This is an optimization exercise on Yosys and OpenROAD, whose aim is small area, a short achievable clock period and few clock cycles per item, not a production implementation.
Function was checked by simulation only, so behaviour that the tests miss may differ from the original.
The clock port is modelled as an ideal driver, which makes a skipped or thinned clock tree look cheaper than it is; a real chip needs a root buffer or a tree.

Setup of run A:
==> flow/design.v (excerpt) <==
module boron_enc (
    input  clk, rst, start, input [63:0] plain_text, input [79:0] master_key,
    output reg done, output [63:0] cipher_text
);
    reg        busy;
    reg [4:0]  rc;           
    reg [63:0] x;
    reg [79:0] k;
    wire [63:0] x_next;
    wire [79:0] k_next;
    boron_dp dp(.busy(busy), .rc(rc), .x(x), .k(k), .pt(plain_text), .mk(master_key),
                .x_next(x_next), .k_next(k_next));
    always @(posedge clk) begin
        x <= x_next;
        k <= k_next;
        rc <= busy ? rc + 5'd1 : 5'd0;
    end
    always @(posedge clk) begin
        if (!rst) begin
            busy <= 1'b0;
            done <= 1'b0;
        end else begin
            done <= busy && rc == 5'd24;
            if (!busy)
                busy <= start;
            else if (rc == 5'd24)
                busy <= 1'b0;
        end
    end
    assign cipher_text = x;
endmodule
For scale: roughly 150 flip-flops, ~210 I/O pins, about 7300 sq um of cells after synthesis.
clock: 5.0 ns
lec_check: 0
cap_margin: 20
core_margin: 2
core_utilization: 65
setup_slack_margin: 3.05
slew_margin: 20
standard.sh (not shown) runs the stock make flow with config.mk's settings and CLKGATE_MAP_FILE= SYNTH_SCRIPT=/design/flow/synth_recipe.tcl, a recipe that flattens the netlist after the stock synthesis.
==> flow/flow/run.sh <==
#!/bin/bash
# Standard layout with three changes:
#  - the design's boron_dp module (the round's next-state logic) is replaced by
#    the same function mapped by hand to cells (dp_mapped.v, from gen/mkdp.py);
#    the registers and the rest of the design go through the standard synthesis;
#  - smaller port buffers (ports.tcl);
#  - a clock tree with the same number of buffers to every register (cts.tcl).
set -euo pipefail
here=$(pwd)
python3 flow/subst.py design.v flow/dp_mapped.v > design_mapped.v 2> subst.log
args=("VERILOG_FILES=$here/design_mapped.v" "PRE_GLOBAL_PLACE_TCL=$here/flow/ports.tcl" "PRE_CTS_TCL=$here/flow/cts.tcl")
if [[ -f flow/extra.txt ]]; then while read -r l; do [[ -n "$l" ]] && args+=("$l"); done < flow/extra.txt; fi
bash standard.sh "${args[@]}" finish > standard.log 2>&1
==> flow/flow/cts.tcl <==
# Clock tree built here instead of by TritonCTS. The flip-flops are split into
# 2^LEAF_LEVELS groups of equal size (alternately by median x and median y);
# each group gets a leaf buffer (CTS_LEAF_CELL, clkbuf_16 by default) at its centre. With ROOT_LEVELS > 0
# the leaf buffers are themselves split the same way into 2^ROOT_LEVELS groups,
# each driven by a clkbuf_16 root buffer; the clock port drives the roots (or
# the leaves). Every register sees the same number of buffers from the port.
set ::cts_leaf_levels [expr {[info exists ::env(CTS_LEAF_LEVELS)] ? $::env(CTS_LEAF_LEVELS) : 2}]
set ::cts_root_levels [expr {[info exists ::env(CTS_ROOT_LEVELS)] ? $::env(CTS_ROOT_LEVELS) : 0}]
set ::cts_leaf_cell [expr {[info exists ::env(CTS_LEAF_CELL)] ? $::env(CTS_LEAF_CELL) : "sky130_fd_sc_hd__clkbuf_16"}]
rename clock_tree_synthesis std_clock_tree_synthesis
proc split_sinks {sinks axis levels} {
  if {$levels == 0} { return [list $sinks] }
  set sorted [lsort -integer -index $axis $sinks]
  set half [expr {[llength $sorted] / 2}]
  set out {}
  foreach part [list [lrange $sorted 0 [expr {$half - 1}]] [lrange $sorted $half end]] {
    lappend out {*}[split_sinks $part [expr {1 - $axis}] [expr {$levels - 1}]]
  }
  return $out
}
proc drive_group {block master net_in g name} {
  set sx 0; set sy 0
  foreach s $g { incr sx [lindex $s 0]; incr sy [lindex $s 1] }
  set cnt [llength $g]
  set x [expr {$sx / $cnt}]
  set y [expr {$sy / $cnt}]
  set net [odb::dbNet_create $block "clknet_$name"]
  $net setSigType CLOCK
  set buf [odb::dbInst_create $block $master "clkbuf_$name"]
  $buf setLocation $x $y
  $buf setPlacementStatus PLACED
  [$buf findITerm A] connect $net_in
  [$buf findITerm X] connect $net
  foreach s $g {
    set it [lindex $s 2]
    $it disconnect
    $it connect $net
  }
  puts "clock buffer $name: $cnt sinks"
  return [list $x $y [$buf findITerm A]]
}
proc clock_tree_synthesis {args} {
  set block [ord::get_db_block]
  set master [[ord::get_db] findMaster sky130_fd_sc_hd__clkbuf_16]
  set leaf_master [[ord::get_db] findMaster $::cts_leaf_cell]
  set clk_net [$block findNet clk]
  set sinks {}
  foreach it [$clk_net getITerms] {
    set loc [[$it getInst] getLocation]
    lappend sinks [list [lindex $loc 0] [lindex $loc 1] $it]
  }
  set leaves {}
  set n 0
  foreach g [split_sinks $sinks 0 $::cts_leaf_levels] {
    lappend leaves [drive_group $block $leaf_master $clk_net $g "leaf_$n"]
    incr n
  }
  if {$::cts_root_levels > 0} {
    set n 0
    foreach g [split_sinks $leaves 0 $::cts_root_levels] {
      drive_group $block $master $clk_net $g "root_$n"
      incr n
    }
  }
  set_propagated_clock [all_clocks]
}
==> flow/flow/extra.txt <==
CTS_LEAF_LEVELS=3
CTS_ROOT_LEVELS=1
CTS_LEAF_CELL=sky130_fd_sc_hd__clkbuf_8
Other scripts of this flow, unchanged in this note and not shown: flow/flow/dp_mapped.v, flow/flow/ports.tcl, flow/flow/subst.py
Testbench counts of run A, summed over its fixed seeds: cycles 9,992, items 384.
The inputs of run B differ from those of run A as listed below.
- changing SETUP_SLACK_MARGIN from 3.05 to 3.0
- changing CORE_UTILIZATION from 65 to 58
Looking at share of the clock period used by the worst path across run A and run B, the one that comes out lower is run A. Run A → run B: number of cells in the design after placement now larger, worst setup slack after placement now smaller. Having completed the whole flow, run B delivered a layout that passed the timing, DRC and antenna checks. Run B has global routing usage summed across all routing layers below what run A had. Run B vs. run A: worst endpoint data arrival time now larger; final-layout worst hold slack -8.6 ps; initial antenna violation count now smaller.
Input-level comparison between run C and run B:
- swapping 58 for 65 in CORE_UTILIZATION
- swapping 3.0 for 3.2 in SETUP_SLACK_MARGIN
--- a/flow/flow/cts.tcl
+++ b/flow/flow/cts.tcl
@@ -3 +3 @@
-# each group gets a leaf buffer (CTS_LEAF_CELL, clkbuf_16 by default) at its centre. With ROOT_LEVELS > 0
+# each group gets a clkbuf_16 leaf buffer at its centre. With ROOT_LEVELS > 0
@@ -9 +8,0 @@
-set ::cts_leaf_cell [expr {[info exists ::env(CTS_LEAF_CELL)] ? $::env(CTS_LEAF_CELL) : "sky130_fd_sc_hd__clkbuf_16"}]
@@ -45 +43,0 @@
-  set leaf_master [[ord::get_db] findMaster $::cts_leaf_cell]
@@ -55 +53 @@
-    lappend leaves [drive_group $block $leaf_master $clk_net $g "leaf_$n"]
+    lappend leaves [drive_group $block $master $clk_net $g "leaf_$n"]
==> flow/flow/extra.txt <==
CTS_LEAF_LEVELS=3
CTS_ROOT_LEVELS=1
Results
- Run C did not finish; a tool error ended it in global routing.
- Reported for run B and run C, synthesized area per cell turned out identical to the last digit.
- Summary of run C over run B: post-detailed-placement cell area went down, synthesized cell count roughly the same, sum of net half-perimeters after detailed placement moved up.
- Comparing run B against run C, there is no change at all in compound-gate portion of the synthesized area.
- Taking run B as the reference, in run C routability-driven placement congestion ratio up about 2%; xor and xnor fraction of the mapped netlist area flat.
#### Input delta (run D over run C)
- swapping 65 for 70 in CORE_UTILIZATION
- swapping 3.2 for 3.0 in SETUP_SLACK_MARGIN
--- a/flow/flow/cts.tcl
+++ b/flow/flow/cts.tcl
@@ -3 +3 @@
-# each group gets a clkbuf_16 leaf buffer at its centre. With ROOT_LEVELS > 0
+# each group gets a leaf buffer (CTS_LEAF_CELL, clkbuf_16 by default) at its centre. With ROOT_LEVELS > 0
@@ -8,0 +9 @@
+set ::cts_leaf_cell [expr {[info exists ::env(CTS_LEAF_CELL)] ? $::env(CTS_LEAF_CELL) : "sky130_fd_sc_hd__clkbuf_16"}]
@@ -43,0 +45 @@
+  set leaf_master [[ord::get_db] findMaster $::cts_leaf_cell]
@@ -53 +55 @@
-    lappend leaves [drive_group $block $master $clk_net $g "leaf_$n"]
+    lappend leaves [drive_group $block $leaf_master $clk_net $g "leaf_$n"]
--- a/flow/flow/extra.txt
+++ b/flow/flow/extra.txt
@@ -2,0 +3 @@
+CTS_LEAF_CELL=sky130_fd_sc_hd__clkbuf_8
### Flow results
- Run D has completed all stages; timing, DRC and antenna checks passed.
- Run D vs. run C: weighted congestion reported at the end of routability-driven placement rose about 1.8%, site row count decreased 1, async set-reset flop share out of synthesis did not really move, mux share of post-synthesis cell area neither gained nor lost much.
- In run D, the number of resized instances in the post-cts repair step came out 180 below the value in run C.
- Cmp run C and run D / starting utilization of the core area / lower: run C
- Compared with run C, run D degrades worst setup timing slack at the placement stage.
- Diff run C -> run D | floorplan die width | down by a few percent
The clock cells of run A, run B and run D come from the design's own scripts or RTL, not from TritonCTS.

========
v16:
The RTL this note starts from:
==> flow/design.v <==
module s_box (
    input [3:0] i_sb, output [3:0] o_sb
);
    assign o_sb[0] = (!i_sb[3]&!i_sb[2]&i_sb[1]) | (!i_sb[2]&i_sb[1]&i_sb[0]) 
    | (!i_sb[3]&i_sb[2]&!i_sb[1]) | (i_sb[2]&!i_sb[1]&i_sb[0]) | 
    (i_sb[3]&!i_sb[2]&!i_sb[1]&!i_sb[0]) | (i_sb[3]&i_sb[2]&i_sb[1]&!i_sb[0]);
    assign o_sb[1] = (!i_sb[3]&!i_sb[2]&!i_sb[0]) | (!i_sb[3]&!i_sb[1]&!i_sb[0]) | (i_sb[2]&i_sb[1]&i_sb[0]) 
| (i_sb[3]&!i_sb[2]&i_sb[0]) | (i_sb[3]&i_sb[2]&i_sb[1]);
    assign o_sb[2] = (!i_sb[3]&!i_sb[2]&!i_sb[1]) | (!i_sb[2]&!i_sb[1]&!i_sb[0]) | (!i_sb[3]&i_sb[2]&!i_sb[0]) 
| (i_sb[3]&i_sb[1]&i_sb[0]) | (i_sb[3]&i_sb[2]&i_sb[0]);
    assign o_sb[3] = (!i_sb[3]&!i_sb[2]&!i_sb[0]) | (!i_sb[3]&i_sb[1]&!i_sb[0]) | (!i_sb[3]&i_sb[2]&i_sb[0]) 
| (i_sb[3]&!i_sb[1]&!i_sb[0]) | (i_sb[3]&!i_sb[2]&i_sb[1]&i_sb[0]);
endmodule
module block_shuffle (
    input [15:0] i_bs, output [15:0] o_bs
);
    assign o_bs = {i_bs[7:4], i_bs[3:0], i_bs[15:12], i_bs[11:8]};
endmodule
module round_permutation #(
    parameter [5:0] shift = 5'b0000,
    parameter [7:0] data_length = 8'd16
)(
    input [data_length - 1:0] i_rp,  output [data_length - 1:0] o_rp
); 
assign o_rp = (i_rp << shift) | (i_rp >> (data_length - shift));
endmodule
module XOR_layer (
    input [63:0] i_xor, output [63:0] o_xor
);
    assign o_xor = {(i_xor[63:48]^i_xor[47:32]^i_xor[15:0]), (i_xor[47:32]^i_xor[15:0]),(i_xor[63:48]^i_xor[31:16]), (i_xor[63:48]^i_xor[31:16]^i_xor[15:0])};
endmodule
module permutation_layer (
    input [63:0] i_pl, output [63:0] o_pl
);
    wire [63:0] bs2rp;
    wire [63:0] rp2xor;
    genvar i;
    generate
        for (i = 0; i < 4; i = i +1 ) begin
            block_shuffle bs(.i_bs(i_pl[(16*i + 15):16*i]), .o_bs(bs2rp[(16*i + 15):16*i]));
        end
    endgenerate
            round_permutation #(.shift(1), .data_length(16)) rp0(.i_rp(bs2rp[(16*0 + 15):16*0]), .o_rp(rp2xor[15:0]));
            round_permutation #(.shift(4), .data_length(16)) rp1(.i_rp(bs2rp[(16*1 + 15):16*1]), .o_rp(rp2xor[(16 + 15):16*1]));
            round_permutation #(.shift(7), .data_length(16)) rp2(.i_rp(bs2rp[(16*2 + 15):16*2]), .o_rp(rp2xor[(16*2 + 15):16*2]));
            round_permutation #(.shift(9), .data_length(16)) rp3(.i_rp(bs2rp[(16*3 + 15):16*3]), .o_rp(rp2xor[(16*3 + 15):16*3]));
    XOR_layer xl(.i_xor(rp2xor), .o_xor(o_pl));
endmodule
module add_round_key (
    input [63:0] i_ark_msg, input [63:0] i_ark_key,
    output [63:0] o_ark_cipher
);
    wire [63:0] xor_msg_key;
    wire [63:0] sb2pl;
    assign xor_msg_key = i_ark_key ^ i_ark_msg;
    genvar j;
    generate    
    for(j=0; j < 16; j = j + 1) begin
            s_box sb(.i_sb(xor_msg_key[(4*j + 3):4*j]), .o_sb(sb2pl[(4*j + 3):4*j]));
        end
    endgenerate
    permutation_layer pl(.i_pl(sb2pl), .o_pl(o_ark_cipher));
endmodule
module key_scheduler (
    input clk, rst, input [4:0] round_counter, input [79:0] i_ks_oldkey, output [79:0] o_ks_newkey 
);
    wire [79:0] level_shift;
    wire [79:0] level_sbox;
    wire [4:0] xor_rc;
    round_permutation #(.shift(13), .data_length(80)) rp (.i_rp(i_ks_oldkey), .o_rp(level_shift));
    s_box sb(.i_sb(level_shift[3:0]), .o_sb(level_sbox[3:0]));
    assign level_sbox[79:4] = level_shift[79:4];
    assign xor_rc = level_sbox[63:59]^(round_counter -1);
    assign o_ks_newkey = {level_sbox[79:64], xor_rc, level_sbox[58:0]};
endmodule
module boron_enc (
    input  clk, rst, start, input [63:0] plain_text, input [79:0] master_key,
    output reg done, output [63:0] cipher_text
);
    reg        busy;
    reg [4:0]  rc;           
    reg [63:0] x;
    reg [79:0] k;
    wire [63:0] sp;
    wire [79:0] k_upd;
    add_round_key ark(.i_ark_msg(x), .i_ark_key(64'd0), .o_ark_cipher(sp));
    key_scheduler ks(.clk(clk), .rst(rst), .round_counter(rc + 5'd1), .i_ks_oldkey(k), .o_ks_newkey(k_upd));
    wire [79:0] k_next = busy ? k_upd : master_key;
    wire [63:0] x_next = (busy ? sp : plain_text) ^ k_next[63:0];
    always @(posedge clk) begin
        x <= x_next;
        k <= k_next;
        rc <= busy ? rc + 5'd1 : 5'd0;
    end
    always @(posedge clk) begin
        if (!rst) begin
            busy <= 1'b0;
            done <= 1'b0;
        end else begin
            done <= busy && rc == 5'd24;
            if (!busy)
                busy <= start;
            else if (rc == 5'd24)
                busy <= 1'b0;
        end
    end
    assign cipher_text = x;
endmodule
clock: 5.0 ns
lec_check: 0
cap_margin: 20
core_margin: 2
core_utilization: 40
slew_margin: 20
==> flow/flow/run.sh <==
#!/bin/bash
set -euo pipefail
here=$(pwd)
args=("PRE_GLOBAL_PLACE_TCL=$here/flow/ports.tcl")
if [[ -f flow/cts_args.txt ]]; then args+=("CTS_ARGS=$(cat flow/cts_args.txt)"); fi
if [[ -f flow/extra.txt ]]; then while read -r l; do [[ -n "$l" ]] && args+=("$l"); done < flow/extra.txt; fi
bash standard.sh "${args[@]}" finish > standard.log 2>&1
==> flow/flow/ports.tcl <==
# Port buffers: buf_1 on the inputs, buf_2 on the outputs (which drive the
# output load), in place of the single buffer_ports call global placement makes.
rename buffer_ports std_buffer_ports
proc buffer_ports {args} {
  std_buffer_ports -inputs -buffer_cell sky130_fd_sc_hd__buf_1
  std_buffer_ports -outputs -buffer_cell sky130_fd_sc_hd__buf_2
}
v16: no failed stages, no open violations at the end
Testbench counts of v16, summed over its fixed seeds: cycles 9,992, items 384.
### v16 -> v52
# v16
export LEC_CHECK = 0
export CAP_MARGIN = 20
export CORE_MARGIN = 2
export CORE_UTILIZATION = 40
export SLEW_MARGIN = 20
create_clock -name core_clock -period 5.0 [get_ports {clk}]
# v52
export LEC_CHECK = 0
export CAP_MARGIN = 20
export CORE_MARGIN = 2
export CORE_UTILIZATION = 40
export SETUP_SLACK_MARGIN = 3.2
export SLEW_MARGIN = 20
create_clock -name core_clock -period 5.0 [get_ports {clk}]
==> flow/flow/cts_args.txt (new file) <==
-sink_clustering_enable -repair_clock_nets -sink_clustering_size 40 -sink_clustering_max_diameter 200 -dont_use_dummy_load
Findings:
Changes observed in v52 relative to v16: inverter count of the layout excluding clock inverters was more or less identical, fraction of standard cell area that is sequential went down. Changes observed in v52 relative to v16: count of input and output buffers flat, global-route met2 utilization up 5.4 points. v16 has a higher number of clock buffers in the layout than v52.
What v2 does differently from v52 at the input level:
# v52
export LEC_CHECK = 0
export CAP_MARGIN = 20
export CORE_MARGIN = 2
export CORE_UTILIZATION = 40
export SETUP_SLACK_MARGIN = 3.2
export SLEW_MARGIN = 20
create_clock -name core_clock -period 5.0 [get_ports {clk}]
# v2
export LEC_CHECK = 0
export CAP_MARGIN = 20
export CORE_MARGIN = 2
export CORE_UTILIZATION = 40
export SLEW_MARGIN = 20
create_clock -name core_clock -period 5.0 [get_ports {clk}]
==> flow/run.sh (new file) <==
#!/bin/bash
# synth_recipe.tcl (not shown) runs the flow's synth.tcl, then flattens the netlist and writes it again
# the make line also repeats each setting of config.mk as NAME=value (left out here)
make -C /OpenROAD-flow-scripts/flow DESIGN_CONFIG=/design/flow/config.mk WORK_HOME=/design/flow/orfs CLKGATE_MAP_FILE= SYNTH_SCRIPT=/design/flow/synth_recipe.tcl finish
removed: flow/flow/run.sh
removed: flow/flow/cts_args.txt
removed: flow/flow/ports.tcl
removed: flow/standard.sh
==> comparison <==
Relative to v52, the final instance area measured on v2 has decreased by a little under 10%. Re final cell count without fillers: v52 was higher than v2. Of v2 and v52, it is v2 that has the lower routed length on met3.
Relative to v2, the following input files were edited for v7:
# v2
export LEC_CHECK = 0
export CAP_MARGIN = 20
export CORE_MARGIN = 2
export CORE_UTILIZATION = 40
export SLEW_MARGIN = 20
create_clock -name core_clock -period 5.0 [get_ports {clk}]
# v7
export LEC_CHECK = 0
export CAP_MARGIN = 20
export CORE_MARGIN = 2
export CORE_UTILIZATION = 40
export SETUP_SLACK_MARGIN = 3.4
export SLEW_MARGIN = 20
create_clock -name core_clock -period 5.0 [get_ports {clk}]
==> flow/flow/run.sh (new file) <==
#!/bin/bash
set -euo pipefail
here=$(pwd)
args=("PRE_GLOBAL_PLACE_TCL=$here/flow/ports.tcl")
if [[ -f flow/cts_args.txt ]]; then args+=("CTS_ARGS=$(cat flow/cts_args.txt)"); fi
if [[ -f flow/extra.txt ]]; then while read -r l; do [[ -n "$l" ]] && args+=("$l"); done < flow/extra.txt; fi
bash standard.sh "${args[@]}" finish > standard.log 2>&1
==> flow/flow/cts_args.txt (new file) <==
-sink_clustering_enable -repair_clock_nets -sink_clustering_size 40 -sink_clustering_max_diameter 200 -dont_use_dummy_load
==> flow/flow/ports.tcl (new file) <==
# Port buffers: buf_1 on the inputs, buf_2 on the outputs (which drive the
# output load), in place of the single buffer_ports call global placement makes.
rename buffer_ports std_buffer_ports
proc buffer_ports {args} {
  std_buffer_ports -inputs -buffer_cell sky130_fd_sc_hd__buf_1
  std_buffer_ports -outputs -buffer_cell sky130_fd_sc_hd__buf_2
}
==> flow/standard.sh (new file) <==
#!/bin/bash
# synth_recipe.tcl (not shown) runs the flow's synth.tcl, then flattens the netlist and writes it again
# the make line also repeats each setting of config.mk as NAME=value (left out here)
make -C /OpenROAD-flow-scripts/flow DESIGN_CONFIG=/design/flow/config.mk WORK_HOME=/design/flow/orfs CLKGATE_MAP_FILE= SYNTH_SCRIPT=/design/flow/synth_recipe.tcl "${@:-finish}"
removed: flow/run.sh
v7 finished every step from synthesis to the final layout, and the layout passed the timing, DRC and antenna checks.
Pin count of the biggest net entering global routing, v7 and v2, higher one = v2.
When the final numbers for v7 and v2 were put side by side, the post-route met1 wirelength turned out to be greater in v7.
Utilization, v7 and v2: higher on v7
The number of violations reported at the end of detailed-routing iteration 0 number comes out lower for v7 vs v2.
Taking v2 as 1.0, v7 lands at 1.2 on final design area excluding fillers.
Sort v7 and v2 by layout buffer count excluding clock buffers desc -> top: v7

==> what the ideal ports hide <==
No port has a modelled driver above. Below, the same layouts with a new extraction and two added sets of constraints. Step 1 assumes that a clkbuf_16 drives the clock port and a buf_2 every other input. Step 2 times the ports against the registers' clock, not the clock port: input delays grow and output delays shrink by t, the midpoint of the rising clock arrivals with the driver on. Slacks: ideal / step 1 / step 2; pairs: ideal / step 1.
run	shift t [ns]	setup WS [ns]	cell pins on the clock port's net
run A	0.363	3.045 / 2.991 / 3.086	2
run B	0.367	2.993 / 2.937 / 3.081	2
run D	0.363	2.990 / 2.974 / 2.990	2
v16	0.463	2.743 / 2.705 / 2.743	1
v52	0.460	3.054 / 3.008 / 3.063	1
v2	0.461	2.360 / 2.316 / 2.615	1
v7	0.462	3.052 / 3.006 / 3.104	1
After both steps every run listed still meets setup and hold.
